Background: an optimization exercise with open tools, aiming at small area and a short achievable clock period. Do not read the settings as production practice.
Function was not checked in any run shown here: the RTL went through the layout flow alone.

==> flow/design.v, too long to show whole: its modules and the start of the top module <==
// module iir: 872 lines
module iir(
    input clk,
    input rst_n,
    input [31:0] x,
    output reg [31:0] y
    );
  // ...
==> flow/flow/run.sh <==
#!/bin/bash
# Layout flow: the standard ORFS flow (standard.sh), with two changes:
#  1. the combinational logic of the standard synthesis is replaced by the
#     gate-level netlist that gen2.py writes from the same description as
#     rtl/iir.v (same registers, same names and cell types; checked by
#     swap_netlist.py, and the standard netlist is kept if they differ);
#  2. the port buffers are buf_2 cells instead of the default.
set -euo pipefail
export BUFFER_PORTS_ARGS="-buffer_cell sky130_fd_sc_hd__buf_2"
R=orfs/results/sky130hd/iir/base
bash standard.sh synth > standard_synth.log 2>&1
python3 flow/gen2.py --net custom_netlist.v > gen2.log 2>&1
if python3 flow/swap_netlist.py $R/1_2_yosys.v custom_netlist.v > swap_netlist.log 2>&1; then
  cp $R/1_2_yosys.v standard_1_2_yosys.v
  cp custom_netlist.v $R/1_2_yosys.v
  touch $R/1_2_yosys.v
  rm -f $R/1_synth.odb $R/1_synth.sdc
fi
bash standard.sh finish > standard_finish.log 2>&1
==> flow/flow/swap_netlist.py <==
#!/usr/bin/env python3
"""Check that a hand-built netlist keeps the standard synthesis's registers
(same instance names and cell types) and ports; exit 1 if not.
usage: swap_netlist.py STANDARD.v CUSTOM.v"""
import re, sys

def info(path):
    t = open(path).read()
    ffs = {}
    for cell, name in re.findall(r'\b(sky130_fd_sc_hd__df\w+)\s+(\\\S+|\S+)\s*\(', t):
        ffs[name.lstrip('\\')] = cell
    m = re.search(r'module\s+iir\s*\((.*?)\);', t, re.S)
    ports = sorted(p.strip() for p in m.group(1).split(','))
    decl = sorted(re.findall(r'^\s*(input|output)\s+(\[[^\]]*\])?\s*(\w+);', t, re.M))
    return ffs, ports, decl

a = info(sys.argv[1])
b = info(sys.argv[2])
ok = True
if a[0] != b[0]:
    ok = False
    print('registers differ:')
    for k in sorted(set(a[0]) | set(b[0])):
        if a[0].get(k) != b[0].get(k):
            print('  ', k, a[0].get(k), b[0].get(k))
if a[1] != b[1] or a[2] != b[2]:
    ok = False
    print('ports differ:', a[1:], b[1:])
print('registers:', len(a[0]), 'match' if ok else 'MISMATCH')
sys.exit(0 if ok else 1)
==> flow/standard.sh <==
#!/bin/bash
# synth_recipe.tcl (not shown) runs the flow's synth.tcl, then flattens the netlist and writes it again
# the make line also repeats each setting of config.mk as NAME=value (left out here)
make -C /OpenROAD-flow-scripts/flow DESIGN_CONFIG=/design/flow/config.mk WORK_HOME=/design/flow/orfs CLKGATE_MAP_FILE= SYNTH_SCRIPT=/design/flow/synth_recipe.tcl "${@:-finish}"
==> flow/config.mk <==
export PLATFORM = sky130hd
export DESIGN_NAME = iir
export DESIGN_NICKNAME = iir
export VERILOG_FILES = /design/flow/design.v
export SDC_FILE = /design/flow/constraint.sdc
export NUM_CORES = 4
export LEC_CHECK = 0
export CAP_MARGIN = 20
export CORE_MARGIN = 2
export CORE_UTILIZATION = 60
export SETUP_SLACK_MARGIN = 3
export SLEW_MARGIN = 20
==> flow/constraint.sdc <==
create_clock -name core_clock -period 7.5 [get_ports {clk}]
set_input_delay 1.5000 -clock core_clock [delete_from_list [all_inputs] [get_ports {clk}]]
set_output_delay 1.5000 -clock core_clock [all_outputs]
set_load 0.01 [all_outputs]
Not shown: flow/flow/gen2.py
==> qor.csv, run 1 <==
metric,value,unit
status,finished clean,
met2 WL post-DR,8450,um
crit path max-delay cell type,o21ai_1,
drt total wl,15800,um
I/O Buffers,65,
sequential cell count,95,
crit-path leading delay family,compound AO/OA/AOI/OAI gates,
clock-cell share of area,4.06,%
final net count,1050,
Hold Path Origin,p[0]$_DFF_PN0_,
initial antenna violation count,0,
layout cell share with drive strength beyond 1,9.42,%
Non-clk bufs,69,
Post-DP Area,8400,um2
Worst Hold Endpoint,y[0]$_DFF_PN0_,
DRT antenna net count,0,
#MultiIn Comb,599,
hold buffers post-CTS,0,
GRT Overall Usage,25.1,%
multi-input gate share of total cell area,57.0,%
top sig layer,met4,
GP Congestion,0.817,
diode count,0,
number of remaining DRC errors,0,
clock buffer count from CTS,9,
worst-skew pair later-pin latency,0.35,ns
Synth Instances,817,
"most common cell after layout, fill and taps aside",inv_1,
sequential cell area share,27.1,%
most frequent cells in the layout,"inv_1, fa_1, nor2_1, nand2_1, xor2_1",
R2R Path Start,y[14]$_DFF_PN0_,
setup TNS,0,ns
Bufs and invs on worst path,2,
Non-CTS inverters,123,
Via-to-Cell Ratio,5.06,
htree depth,3,
CTS tree,built,
Max Cap Violations,0,
Final setup viols,0,
skew final,0.00863,ns
Fillers,1021,
==> inputs of run 2 (changes only) <==
--- a/flow/config.mk
+++ b/flow/config.mk
@@ -8,5 +8,5 @@
 export CAP_MARGIN = 20
 export CORE_MARGIN = 2
 export CORE_UTILIZATION = 60
-export SETUP_SLACK_MARGIN = 3
+export SETUP_SLACK_MARGIN = 4
 export SLEW_MARGIN = 20
==> run 2 against run 1 <==
Die area stayed put. Critical path type unchanged. Count of clock-buffer cells in the layout stayed put. Fmax is 12% higher. Synthesized area stayed put. Final area is 6.9% higher. Critical path depth stayed put. Hold slack worse by 0.00068 ns. Register-to-register slack better by 0.35 ns. Global-route usage is 1.1 points higher.
==> qor.csv, run 2 <==
metric,value,unit,change
Crit Path Class,primary input to register,,unchanged
die height,118,um,unchanged
GR Util met1,32.6,%,was 30.8%
CP endpoint kind,register,,unchanged
f_max,277,MHz,was 247 MHz
R2R Path Start,y[15]$_DFF_PN0_,,was y[14]$_DFF_PN0_
remaining global-route overflow,0,,unchanged
first-pass GRT wire length,28800,um,was 27700 um
IO Pins,66,,unchanged
Via Count,5723,,was 5433
Least-Margin Pin Slew,0.850,ns,was 0.872 ns
Critical Path RT,7.72,ns,was 7.77 ns
synthesis-to-layout area growth,19.6,%,was 11.9%
most frequent cells in the layout,"inv_1, fa_1, xor2_1, nand2_1, dfrtp_1",,"was inv_1, fa_1, nor2_1, nand2_1, xor2_1"
Netlist Area Pre-Place,7830,um2,unchanged
"most common cell after layout, fill and taps aside",inv_1,,unchanged
Die Area,14000,um2,unchanged
GR Layer Usage met2,46.5,%,was 45.1%
diode count,0,,unchanged
met3 Usage GRT,5.26,%,was 5.98%
Tmin final,3.61,ns,was 4.05 ns
clock buffer count from CTS,9,,unchanged
clock-pin slew on the worst setup and hold paths,0.07,ns,about the same
GP Congestion,0.821,,was 0.817
final net count,1066,,was 1050
fin. max-slew vios,0,,unchanged
Critical Path Fanout Max,8,,was 16
start point of the critical path,x[5],,was x[1]
drt total wl,17400,um,was 15800 um
Final setup viols,0,,unchanged
vias in the first global route,6059,,was 6020
Multi-input gate area,5430,um2,was 4990 um2
Core Footprint,12700,um2,unchanged
FP Rows,41,,unchanged
register area,2380,um2,unchanged
worst hold-check path type,register to register,,unchanged
skew final,0.0113,ns,was 0.00863 ns
Starting DRT DRC Count,334,,was 305
CTS tree,built,,unchanged
R2R Setup Slk,4.39,ns,was 4.04 ns
Syn Area/Cell,9.59,um2,unchanged
unrepaired setup endpoints after global routing,true,,was false
Initial DRT Pass Iterations,5,,was 4
Most Crowded Layer GR,met2,,unchanged
Ys Warns,1,,unchanged
layout cell share with drive strength beyond 1,19.5,%,was 9.42%
biggest regs,"p: 32 flops, y: 32 flops, x1: 31 flops",,unchanged
final hold slack,0.364,ns,about the same
pin count of the biggest net entering global routing,67,,was 69
Post-Syn Nets,970,,unchanged
Fillers,940,,was 1021
final core occ,73.9,%,was 69.1%
worst-skew pair later-pin latency,0.35,ns,about the same
Clock Sinks,95,,unchanged
worst relative slew slack,43.4,%,was 41.8%
Via-to-Cell Ratio,5.25,,was 5.06
die width,118,um,unchanged
Hold Path Origin,p[0]$_DFF_PN0_,,unchanged
Startpoint Class,primary input,,unchanged
Max Cap Violations,0,,unchanged
initial antenna violation count,0,,unchanged
root buf cell,clkbuf_16,,unchanged
final worst setup slack,3.89,ns,was 3.45 ns
critical path arrival,3.83,ns,was 4.32 ns
I/O Buffers,65,,unchanged
htree depth,3,,unchanged
wire per inst,16.0,um,was 14.7 um
number of remaining DRC errors,0,,unchanged
status,finished clean,,unchanged
Starting Density,61.8,%,unchanged
final period utilization,48.1,%,was 54.0%
post-place setup slack,3.29,ns,was 3.08 ns
DP HPWL,13100,um,was 12800 um
setup TNS,0,ns,unchanged
maximum root-to-sink buffer count,2,,unchanged
GRT Overall Usage,26.2,%,was 25.1%
DRT antenna net count,0,,unchanged
final number of hold-violating endpoints,0,,unchanged
Synth Instances,817,,unchanged
[run 2: worst max-delay path: stages]
cell and delay [ns]:
buf_8 0.10, fa_1 0.52, fa_1 0.55, nor2_2 0.18
nor2_2 0.06, a21oi_2 0.17, o21ai_4 0.10, a21oi_4 0.22
buf_12 0.19, o21ai_2 0.06, xor2_1 0.17
[run 2: final cells by class]
type,instances,area share [%]
multi-input cells,599,57.9
flip-flops and latches,95,25.4
repair buffers,85,5.93
inverters,123,4.93
clock buffers,10,2.55
well taps,172,2.30
clock inverters,6,0.975
[run 2: routing by layer]
metal | wire length, um | up-vias
li1 | - | 2689
met1 | 6960 | 2879
met2 | 9500 | 123
met3 | 571 | 32
met4 | 403 | 0
met5 | 0 | -
[run 2: path summary, 6_finish.rpt]
path	depth (start not counted)	end
hold reg to reg	0	y[0]$_DFF_PN0_
setup reg to reg	10	p[25]$_DFF_PN0_
max in group asynchronous	2	p[15]$_DFF_PN0_
min in group asynchronous	1	p[7]$_DFF_PN0_
hold / removal	0	y[0]$_DFF_PN0_
setup / recovery	11	y[25]$_DFF_PN0_
[run 2: metrics by stage]
stage | instance area [um2] | cells
floorplan | 7880 | 817
global placement | 8430 | 1056
detailed placement | 8430 | 1056
CTS | 8910 | 1077
global route | 9370 | 1090
finish | 9370 | 1090
[run 2: what timing repair did]
item                       in CTS  in global routing
setup endpoints to repair      31                 37
pin swaps                       5                 22
buffers inserted                5                 12
cloned                          0                  1
gates resized for setup        21                 84
hold buffers                    0                  0
==> inputs of run 3 (changes only) <==
--- a/flow/config.mk
+++ b/flow/config.mk
@@ -8,5 +8,5 @@
 export CAP_MARGIN = 20
 export CORE_MARGIN = 2
 export CORE_UTILIZATION = 60
-export SETUP_SLACK_MARGIN = 4
+export SETUP_SLACK_MARGIN = 4.5
 export SLEW_MARGIN = 20
==> run 3 against run 2 <==
Count of clock-buffer cells in the layout decreased by 1. Die area is the same. Fmax shrank 1.8%. Hold slack got worse by 0.012 ns. Critical path type unchanged. Critical endpoint is now y[29]$_DFF_PN0_.
==> qor.csv, run 3 <==
metric,value,unit,change
first-pass GRT wire length,31300,um,was 28800 um
CTS tree,built,,unchanged
setup TNS,0,ns,unchanged
DRT antenna net count,0,,unchanged
die height,118,um,unchanged
Least-Margin Pin Slew,0.701,ns,was 0.850 ns
worst hold-check path type,register to register,,unchanged
post-route cell area,10600,um2,was 9370 um2
"most common cell after layout, fill and taps aside",inv_1,,unchanged
Tmin final,3.68,ns,was 3.61 ns
initial antenna violation count,0,,unchanged
Die Area,14000,um2,unchanged
critical path arrival,3.90,ns,was 3.83 ns
final number of hold-violating endpoints,0,,unchanged
Starting DRT DRC Count,415,,was 334
pin count of the biggest net entering global routing,53,,was 67
Crit Path Class,primary input to register,,unchanged
GRT Overall Usage,28.7,%,was 26.2%
vias in the first global route,6468,,was 6059
root buf cell,clkbuf_16,,unchanged
GP Congestion,0.838,,was 0.821
Startpoint Class,primary input,,unchanged
diode count,0,,unchanged
worst-skew pair later-pin latency,0.35,ns,about the same
htree depth,3,,unchanged
status,finished clean,,unchanged
unrepaired setup endpoints after global routing,true,,unchanged
Critical Path Fanout Max,8,,unchanged
die width,118,um,unchanged
maximum root-to-sink buffer count,2,,unchanged
skew final,0.00911,ns,was 0.0113 ns
Post-DP Area,8450,um2,was 8430 um2
DP HPWL,12900,um,was 13100 um
fin. max-slew vios,0,,unchanged
GR Layer Usage met2,52.9,%,was 46.5%
wire per inst,19.5,um,was 16.0 um
Ys Warns,1,,unchanged
Most Crowded Layer GR,met2,,unchanged
Via Count,6376,,was 5723
CP endpoint kind,register,,unchanged
drt total wl,22300,um,was 17400 um
Post-Syn Nets,970,,unchanged
biggest regs,"p: 32 flops, y: 32 flops, x1: 31 flops",,unchanged
remaining global-route overflow,0,,unchanged
Core Footprint,12700,um2,unchanged
clock buffer count from CTS,9,,unchanged
Synth Instances,817,,unchanged
f_max,272,MHz,was 277 MHz
Initial DRT Pass Iterations,5,,unchanged
final period utilization,49.0,%,was 48.1%
layout cell share with drive strength beyond 1,35.1,%,was 19.5%
number of remaining DRC errors,0,,unchanged
Netlist Area Pre-Place,7830,um2,unchanged
Syn Area/Cell,9.59,um2,unchanged
worst relative slew slack,53.3,%,was 43.4%
clock-pin slew on the worst setup and hold paths,0.07,ns,about the same
Max Cap Violations,0,,unchanged
IO Pins,66,,unchanged
synthesis-to-layout area growth,35.5,%,was 19.6%
Final setup viols,0,,unchanged
final net count,1119,,was 1066
Critical Path RT,7.72,ns,about the same
Starting Density,61.8,%,unchanged
Via-to-Cell Ratio,5.58,,was 5.25
FP Rows,41,,unchanged
most frequent cells in the layout,"inv_1, fa_1, xor2_1, dfrtp_1, nand2_1",,"was inv_1, fa_1, xor2_1, nand2_1, dfrtp_1"
Clock Sinks,95,,unchanged
I/O Buffers,65,,unchanged
met3 Usage GRT,5.41,%,was 5.26%
GR Util met1,35.0,%,was 32.6%
[run 3: worst max-delay path: stages]
cell       delay, ns
buf_8           0.11
fa_1            0.51
fa_1            0.49
nor2_1          0.23
o21ai_1         0.12
a21oi_2         0.17
o21ai_4         0.11
a21oi_4         0.22
clkbuf_16       0.22
o21ai_4         0.06
xor2_1          0.15
[run 3: path summary, 6_finish.rpt]
check,start,to,slack [ns],cells after the start
min in group asynchronous,rst_n,y[2]$_DFF_PN0_,1.14,1
worst max register to register,y[2]$_DFF_PN0_,p[22]$_DFF_PN0_,4.40,12
worst min-delay path,p[0]$_DFF_PN0_,y[0]$_DFF_PN0_,0.35,0
worst min register to register,p[0]$_DFF_PN0_,y[0]$_DFF_PN0_,0.35,0
worst max-delay path,x[5],y[29]$_DFF_PN0_,3.82,11
max in group asynchronous,rst_n,y[31]$_DFF_PN0_,5.24,2
[run 3: stage by stage]
step / hold slack, ns / worst slack, ns / std cells / util [%]
2_1_floorplan: 0.331 / 3.81 / 817 / -
3_3_place_gp: 0.338 / 3.43 / 1055 / 66.7
3_5_place_dp: 0.336 / 3.31 / 1055 / 66.7
4_1_cts: 0.352 / 3.99 / 1113 / 76.0
5_1_grt: 0.369 / 3.78 / 1143 / 83.7
6_report: 0.352 / 3.82 / 1143 / 83.7
[run 3: area by class of cell]
| type | count | area [um2] |
|---|---|---|
| well taps | 172 | 215 |
| inverters | 123 | 464 |
| fillers | 720 | 2060 |
| clock inverters | 7 | 73.8 |
| clock buffers | 9 | 225 |
| multi-input cells | 599 | 6050 |
| repair buffers | 138 | 1200 |
| flip-flops and latches | 95 | 2380 |
[run 3: timing repair]
item / in CTS / in global routing
hold buffers: 0 / 0
setup buffers: 41 / 29
pin swaps: 36 / 67
endpoints found under the hold margin: 0 / 0
resized for setup: 137 / 174
cloned: 1 / 1
endpoints found under the setup margin: 50 / 51
[run 3: routing by layer]
metal,share of wire [%],vias up,wire [um]
met4,4.3,0,963
met1,36,3255,7970
met2,56,232,12400
met3,4.3,85,953
met5,0,-,0
li1,-,2804,-
==> inputs of run 4 (changes only) <==
--- a/flow/config.mk
+++ b/flow/config.mk
@@ -7,6 +7,7 @@
 export LEC_CHECK = 0
 export CAP_MARGIN = 20
 export CORE_MARGIN = 2
-export CORE_UTILIZATION = 60
-export SETUP_SLACK_MARGIN = 4.5
+export CORE_UTILIZATION = 70
+export CTS_BUF_LIST = sky130_fd_sc_hd__clkbuf_4 sky130_fd_sc_hd__clkbuf_8
+export SETUP_SLACK_MARGIN = 4
 export SLEW_MARGIN = 20
==> run 4 against run 3 <==
Non-clock buffer count decreased by 49. Hold slack better by 0.018 ns. Die area fell by 14%. Final area is 13% lower. Sequential cell count did not move. Fmax increased by 1.2%. First-iteration DRC count fell by 6.5%. Clock skew is 0.0074 ns higher. Final cell count down 7.1%. Via count down 6.7%. Critical path type unchanged.
==> qor.csv, run 4 <==
metric,value,unit,change
Final setup viols,0,,unchanged
layout cell share with drive strength beyond 1,18.7,%,was 35.1%
Core Footprint,10900,um2,was 12700 um2
initial antenna violation count,0,,unchanged
Max Cap Violations,0,,unchanged
IO Pins,66,,unchanged
synthesis-to-layout area growth,17.4,%,was 35.5%
diode count,0,,unchanged
remaining global-route overflow,0,,unchanged
Bufs and invs on worst path,2,,unchanged
CTS tree,built,,unchanged
Via Count,5946,,was 6376
f_max,275,MHz,was 272 MHz
FP Rows,38,,was 41
Tmin final,3.63,ns,was 3.68 ns
clock-pin slew on the worst setup and hold paths,0.10,ns,was 0.07 ns
worst hold-check path type,register to register,,unchanged
clock buffer count from CTS,9,,unchanged
R2R Path Start,y[7]$_DFF_PN0_,,was y[2]$_DFF_PN0_
R2R depth,11,,was 12
Ys Warns,1,,unchanged
root buf cell,clkbuf_8,,was clkbuf_16
Crit Path Class,primary input to register,,unchanged
Post-DP Area,8390,um2,was 8450 um2
Fillers,594,,was 720
number of remaining DRC errors,0,,unchanged
maximum root-to-sink buffer count,2,,unchanged
die height,110,um,was 118 um
Synth Instances,817,,unchanged
worst-skew pair later-pin latency,0.39,ns,was 0.35 ns
final net count,1070,,was 1119
Worst path depth,11,,unchanged
CP endpoint,y[29]$_DFF_PN0_,,unchanged
Via-to-Cell Ratio,5.60,,was 5.58
Clock Sinks,95,,unchanged
Syn Area/Cell,9.59,um2,unchanged
worst relative slew slack,52.7,%,was 53.3%
first-pass GRT wire length,28500,um,was 31300 um
wl on met1,7160,um,was 7970 um
unrepaired setup endpoints after global routing,true,,unchanged
Startpoint Class,primary input,,unchanged
met2 WL post-DR,10300,um,was 12400 um
"most common cell after layout, fill and taps aside",inv_1,,unchanged
final number of hold-violating endpoints,0,,unchanged
Initial DRT Pass Iterations,5,,unchanged
Netlist Area Pre-Place,7830,um2,unchanged
reg2reg end,p[20]$_DFF_PN0_,,was p[22]$_DFF_PN0_
pin count of the biggest net entering global routing,56,,was 53
most frequent cells in the layout,"inv_1, fa_1, xor2_1, dfrtp_1, nand2_1",,unchanged
setup TNS,0,ns,unchanged
WL met3,756,um,was 953 um
critical path arrival,3.89,ns,was 3.90 ns
drt total wl,18900,um,was 22300 um
crit-path cells,"buf_2, fa_1, fa_1, nor2_1, nor2_2, nand2_2, nor2_4, a21oi_4, clkbuf_16, o21ai_4, xor2_1",,"was buf_8, fa_1, fa_1, nor2_1, o21ai_1, a21oi_2, o21ai_4, a21oi_4, clkbuf_16, o21ai_4, xor2_1"
Critical Path RT,7.76,ns,was 7.72 ns
Critical Path Fanout Max,8,,unchanged
hold buffers post-CTS,0,,unchanged
vias in the first global route,6119,,was 6468
DRT antenna net count,0,,unchanged
I/O Buffers,65,,unchanged
wire per inst,17.8,um,was 19.5 um
fin. max-slew vios,0,,unchanged
R2R Setup Slk,4.12,ns,was 4.40 ns
die width,110,um,was 118 um
Starting Density,71.9,%,was 61.8%
GRT Overall Usage,31.4,%,was 28.7%
Starting DRT DRC Count,388,,was 415
Least-Margin Pin Slew,0.710,ns,was 0.701 ns
start point of the critical path,x[10],,was x[5]
CP endpoint kind,register,,unchanged
largest stage delay on the critical path,0.52,ns,was 0.51 ns
top sig layer,met4,,unchanged
biggest regs,"p: 32 flops, y: 32 flops, x1: 31 flops",,unchanged
status,finished clean,,unchanged
Die Area,12000,um2,was 14000 um2
crit-path leading delay family,adder cells,,unchanged
crit path max-delay cell type,fa_1,,unchanged
final period utilization,48.4,%,was 49.0%
post-route cell area,9190,um2,was 10600 um2
DP HPWL,13100,um,was 12900 um
CP dominant cell by count,fa_1,,
skew final,0.0165,ns,was 0.00911 ns
htree depth,3,,unchanged
GP Congestion,0.856,,was 0.838
Post-Syn Nets,970,,unchanged
## run 4: cell types whose count changed in the layout (fill, tap and decap cells not counted), sizes merged
cell / before / now
buf: 137 / 88
clkinvlp: 4 / 1
bufinv: 1 / 3
clkinv: 2 / 0
inv: 123 / 125
clkbuf: 10 / 11
## run 4: cell type report
type	count	area, um2	area share [%]
Tap cell	140	175	1.91
Clock buffer	10	138	1.50
Timing Repair Buffer	89	596	6.48
Clock inverter	6	115	1.25
Inverter	123	462	5.02
Multi-Input combinational cell	599	5330	58.0
Sequential cell	95	2380	25.9
## run 4: timing repair
item                                    in CTS  in global routing
setup buffers                                7                 14
pin swaps                                    8                 30
gates resized for setup                     16                 79
endpoints found under the setup margin      31                 32
hold endpoints to repair                     0                  0
gates cloned                                 0                  1
## run 4: layer usage
metal	global-route usage (%)	up-vias
met5	0	-
met4	11.0	0
met3	4.62	58
met2	57.0	176
met1	38.3	3015
li1	-	2697
## run 4: metrics by stage
| stage | hold WS [ns] | cells | utilization (%) | worst slack [ns] |
|---|---|---|---|---|
| 2_1_floorplan | 0.331 | 817 | - | 3.81 |
| 3_3_place_gp | 0.337 | 1024 | 77.1 | 3.41 |
| 3_5_place_dp | 0.339 | 1024 | 77.1 | 3.27 |
| 4_1_cts | 0.370 | 1047 | 80.7 | 3.94 |
| 5_1_grt | 0.381 | 1062 | 84.4 | 3.83 |
| 6_report | 0.370 | 1062 | 84.4 | 3.87 |
## run 4: worst min-delay path by stage
| stage | from | to | depth (start not counted) |
|---|---|---|---|
| after floorplan | p[0]$_DFF_PN0_ | y[0]$_DFF_PN0_ | 0 |
| after global placement | p[0]$_DFF_PN0_ | y[0]$_DFF_PN0_ | 0 |
| after detailed placement | p[0]$_DFF_PN0_ | y[0]$_DFF_PN0_ | 0 |
| after CTS | p[0]$_DFF_PN0_ | y[0]$_DFF_PN0_ | 0 |
| after global routing | p[0]$_DFF_PN0_ | y[0]$_DFF_PN0_ | 0 |
| final | p[0]$_DFF_PN0_ | y[0]$_DFF_PN0_ | 0 |
==> inputs of run 5 (changes only) <==
--- a/flow/flow/run.sh
+++ b/flow/flow/run.sh
@@ -4,9 +4,9 @@
 #     gate-level netlist that gen2.py writes from the same description as
 #     rtl/iir.v (same registers, same names and cell types; checked by
 #     swap_netlist.py, and the standard netlist is kept if they differ);
-#  2. the port buffers are buf_2 cells instead of the default.
+#  2. the port buffers are buf_1 cells instead of the default.
 set -euo pipefail
-export BUFFER_PORTS_ARGS="-buffer_cell sky130_fd_sc_hd__buf_2"
+export BUFFER_PORTS_ARGS="-buffer_cell sky130_fd_sc_hd__buf_1"
 R=orfs/results/sky130hd/iir/base
 bash standard.sh synth > standard_synth.log 2>&1
 python3 flow/gen2.py --net custom_netlist.v > gen2.log 2>&1
--- a/flow/config.mk
+++ b/flow/config.mk
@@ -7,7 +7,6 @@
 export LEC_CHECK = 0
 export CAP_MARGIN = 20
 export CORE_MARGIN = 2
-export CORE_UTILIZATION = 70
-export CTS_BUF_LIST = sky130_fd_sc_hd__clkbuf_4 sky130_fd_sc_hd__clkbuf_8
+export CORE_UTILIZATION = 60
 export SETUP_SLACK_MARGIN = 4
 export SLEW_MARGIN = 20
==> run 5 against run 4 <==
Still clean. Die area up 16%. Count of clock-buffer cells in the layout up 3. Via count down 3.7%. Sequential share of layout area down 0.15 points. Critical endpoint is now y[18]$_DFF_PN0_.
==> qor.csv, run 5 <==
metric,value,unit,change
status,finished clean,,unchanged
FP Rows,41,,was 38
synthesis-to-layout area growth,18.0,%,was 17.4%
clock-pin slew on the worst setup and hold paths,0.07,ns,was 0.10 ns
CP endpoint kind,register,,unchanged
pin count of the biggest net entering global routing,53,,was 56
first-pass GRT wire length,28200,um,was 28500 um
maximum root-to-sink buffer count,2,,unchanged
Crit Path Class,primary input to register,,unchanged
vias in the first global route,5934,,was 6119
Least-Margin Pin Slew,0.673,ns,was 0.710 ns
drt total wl,17000,um,was 18900 um
R2R depth,10,,was 11
Synth Instances,817,,unchanged
die width,118,um,was 110 um
most frequent cells in the layout,"inv_1, fa_1, xor2_1, dfrtp_1, nand2_1",,unchanged
R2R Setup Slk,4.38,ns,was 4.12 ns
start point of the critical path,x[7],,was x[10]
"most common cell after layout, fill and taps aside",inv_1,,unchanged
final net count,1069,,was 1070
Bufs and invs on worst path,2,,unchanged
Ys Warns,1,,unchanged
Via Count,5724,,was 5946
Starting Density,61.8,%,was 71.9%
biggest regs,"p: 32 flops, y: 32 flops, x1: 31 flops",,unchanged
Syn Area/Cell,9.59,um2,unchanged
Critical Path Fanout Max,8,,unchanged
CP dominant cell by count,nor2_2,,was fa_1
DRT antenna net count,0,,unchanged
CTS tree,built,,unchanged
final hold slack,0.356,ns,was 0.370 ns
hold buffers post-CTS,0,,unchanged
Die Area,14000,um2,was 12000 um2
Final setup viols,0,,unchanged
unrepaired setup endpoints after global routing,true,,unchanged
clock buffer count from CTS,9,,unchanged
crit-path leading delay family,adder cells,,unchanged
root buf cell,clkbuf_16,,was clkbuf_8
setup TNS,0,ns,unchanged
remaining global-route overflow,0,,unchanged
Tmin final,3.57,ns,was 3.63 ns
Startpoint Class,primary input,,unchanged
initial antenna violation count,0,,unchanged
htree depth,3,,unchanged
final number of hold-violating endpoints,0,,unchanged
crit path max-delay cell type,fa_2,,was fa_1
Starting DRT DRC Count,266,,was 388
DP HPWL,12800,um,was 13100 um
R2R Path Start,y[15]$_DFF_PN0_,,was y[7]$_DFF_PN0_
CP endpoint,y[18]$_DFF_PN0_,,was y[29]$_DFF_PN0_
Worst path depth,11,,unchanged
skew final,0.00977,ns,was 0.0165 ns
final period utilization,47.6,%,was 48.4%
WHS Path Cells,0,,unchanged
die height,118,um,was 110 um
worst hold-check path type,register to register,,unchanged
I/O Buffers,65,,unchanged
GRT Overall Usage,25.6,%,was 31.4%
Initial DRT Pass Iterations,5,,unchanged
largest stage delay on the critical path,0.59,ns,was 0.52 ns
diode count,0,,unchanged
Max Cap Violations,0,,unchanged
Core Footprint,12700,um2,was 10900 um2
critical path arrival,3.83,ns,was 3.89 ns
f_max,280,MHz,was 275 MHz
crit-path cells,"buf_2, fa_1, fa_2, nor2_2, nor2_2, nand2_2, nor2_4, a21oi_4, clkbuf_16, o21ai_2, xor2_1",,"was buf_2, fa_1, fa_1, nor2_1, nor2_2, nand2_2, nor2_4, a21oi_4, clkbuf_16, o21ai_4, xor2_1"
Critical Path RT,7.76,ns,about the same
worst-skew pair later-pin latency,0.35,ns,was 0.39 ns
Post-Syn Nets,970,,unchanged
wire per inst,15.6,um,was 17.8 um
Netlist Area Pre-Place,7830,um2,unchanged
GP Congestion,0.831,,was 0.856
IO Pins,66,,unchanged
reg2reg end,p[27]$_DFF_PN0_,,was p[20]$_DFF_PN0_
Via-to-Cell Ratio,5.24,,was 5.60
Clock Sinks,95,,unchanged
number of remaining DRC errors,0,,unchanged
fin. max-slew vios,0,,unchanged
layout cell share with drive strength beyond 1,13.8,%,was 18.7%
worst relative slew slack,55.2,%,was 52.7%
run 5: repair_timing:
| action | 4_1_cts | 5_1_grt |
|---|---|---|
| cloned | 0 | 1 |
| endpoints found under the setup margin | 39 | 38 |
| pin swaps | 5 | 11 |
| setup buffers | 5 | 15 |
| gates resized for setup | 44 | 69 |
run 5: stage by stage:
step / utilization [%] / cell area, um2 / cells / setup slack, ns
6_report: 73.0 / 9240 / 1093 / 3.93
5_1_grt: 73.0 / 9240 / 1093 / 3.88
4_1_cts: 70.0 / 8870 / 1077 / 3.98
3_5_place_dp: 65.9 / 8350 / 1056 / 3.14
3_3_place_gp: 65.9 / 8350 / 1056 / 3.25
2_1_floorplan: - / 7880 / 817 / 3.81
run 5: worst min path at each step:
stage / startpoint / end / slack [ns]
2_1_floorplan: p[0]$_DFF_PN0_ / y[0]$_DFF_PN0_ / 0.33
3_3_place_gp: p[0]$_DFF_PN0_ / y[0]$_DFF_PN0_ / 0.34
3_5_place_dp: p[0]$_DFF_PN0_ / y[0]$_DFF_PN0_ / 0.35
4_1_cts: p[0]$_DFF_PN0_ / y[0]$_DFF_PN0_ / 0.36
5_1_grt: p[0]$_DFF_PN0_ / y[0]$_DFF_PN0_ / 0.37
6_report: p[0]$_DFF_PN0_ / y[0]$_DFF_PN0_ / 0.36
run 5: final cells by class:
type	count	area (um2)
clock buffer	13	250
clock inverter	3	90.1
fill	984	3430
inverter	123	462
multi-input combinational	599	5330
sequential	95	2380
tap	172	215
timing repair buffer	88	519
run 5: layer usage:
| metal | vias to the layer above | share of wire, % | wire length (um) | track usage (%) |
|---|---|---|---|---|
| met5 | - | 0 | 0 | 0 |
| met3 | 28 | 3.4 | 580 | 5.55 |
| met1 | 2887 | 41 | 6950 | 31.8 |
| li1 | 2694 | - | - | - |
| met4 | 0 | 1.7 | 293 | 5.50 |
| met2 | 115 | 54 | 9210 | 46.1 |

what the ideal ports hide:
In the flow no input, the clock included, has a driving cell. The finished layouts below were timed again as built, in two steps.
Step 1, drivers: a clkbuf_16 drives clk and a buf_2 each remaining input, both assumed.
Step 2 adds t to the input delays and takes it off the output delays; t is the mean of the earliest and latest rising clock arrival at the registers after step 1. Input paths then give back, and output paths get back, about the clock's delay inside the block.
Slacks: no drivers / after step 1 / after step 2; pairs: no drivers / after step 1.
| run | t, ns | setup slack, ns | clock arrival spread, ns | pins driven straight from the clock port |
|---|---|---|---|---|
| run 1 | 0.393 | 3.452 / 3.474 / 3.082 | 0.009 / 0.009 | 1 |
| run 2 | 0.391 | 3.892 / 3.894 / 3.503 | 0.011 / 0.012 | 1 |
| run 3 | 0.390 | 3.825 / 3.826 / 3.436 | 0.009 / 0.009 | 1 |
| run 4 | 0.412 | 3.867 / 3.863 / 3.451 | 0.017 / 0.017 | 1 |
| run 5 | 0.389 | 3.932 / 3.941 / 3.552 | 0.010 / 0.010 | 1 |
After both steps setup and hold are still met in every run listed. For run 4, which loses most, drivers alone change the setup slack by -0.004 ns; drivers and shift together by -0.416 ns.
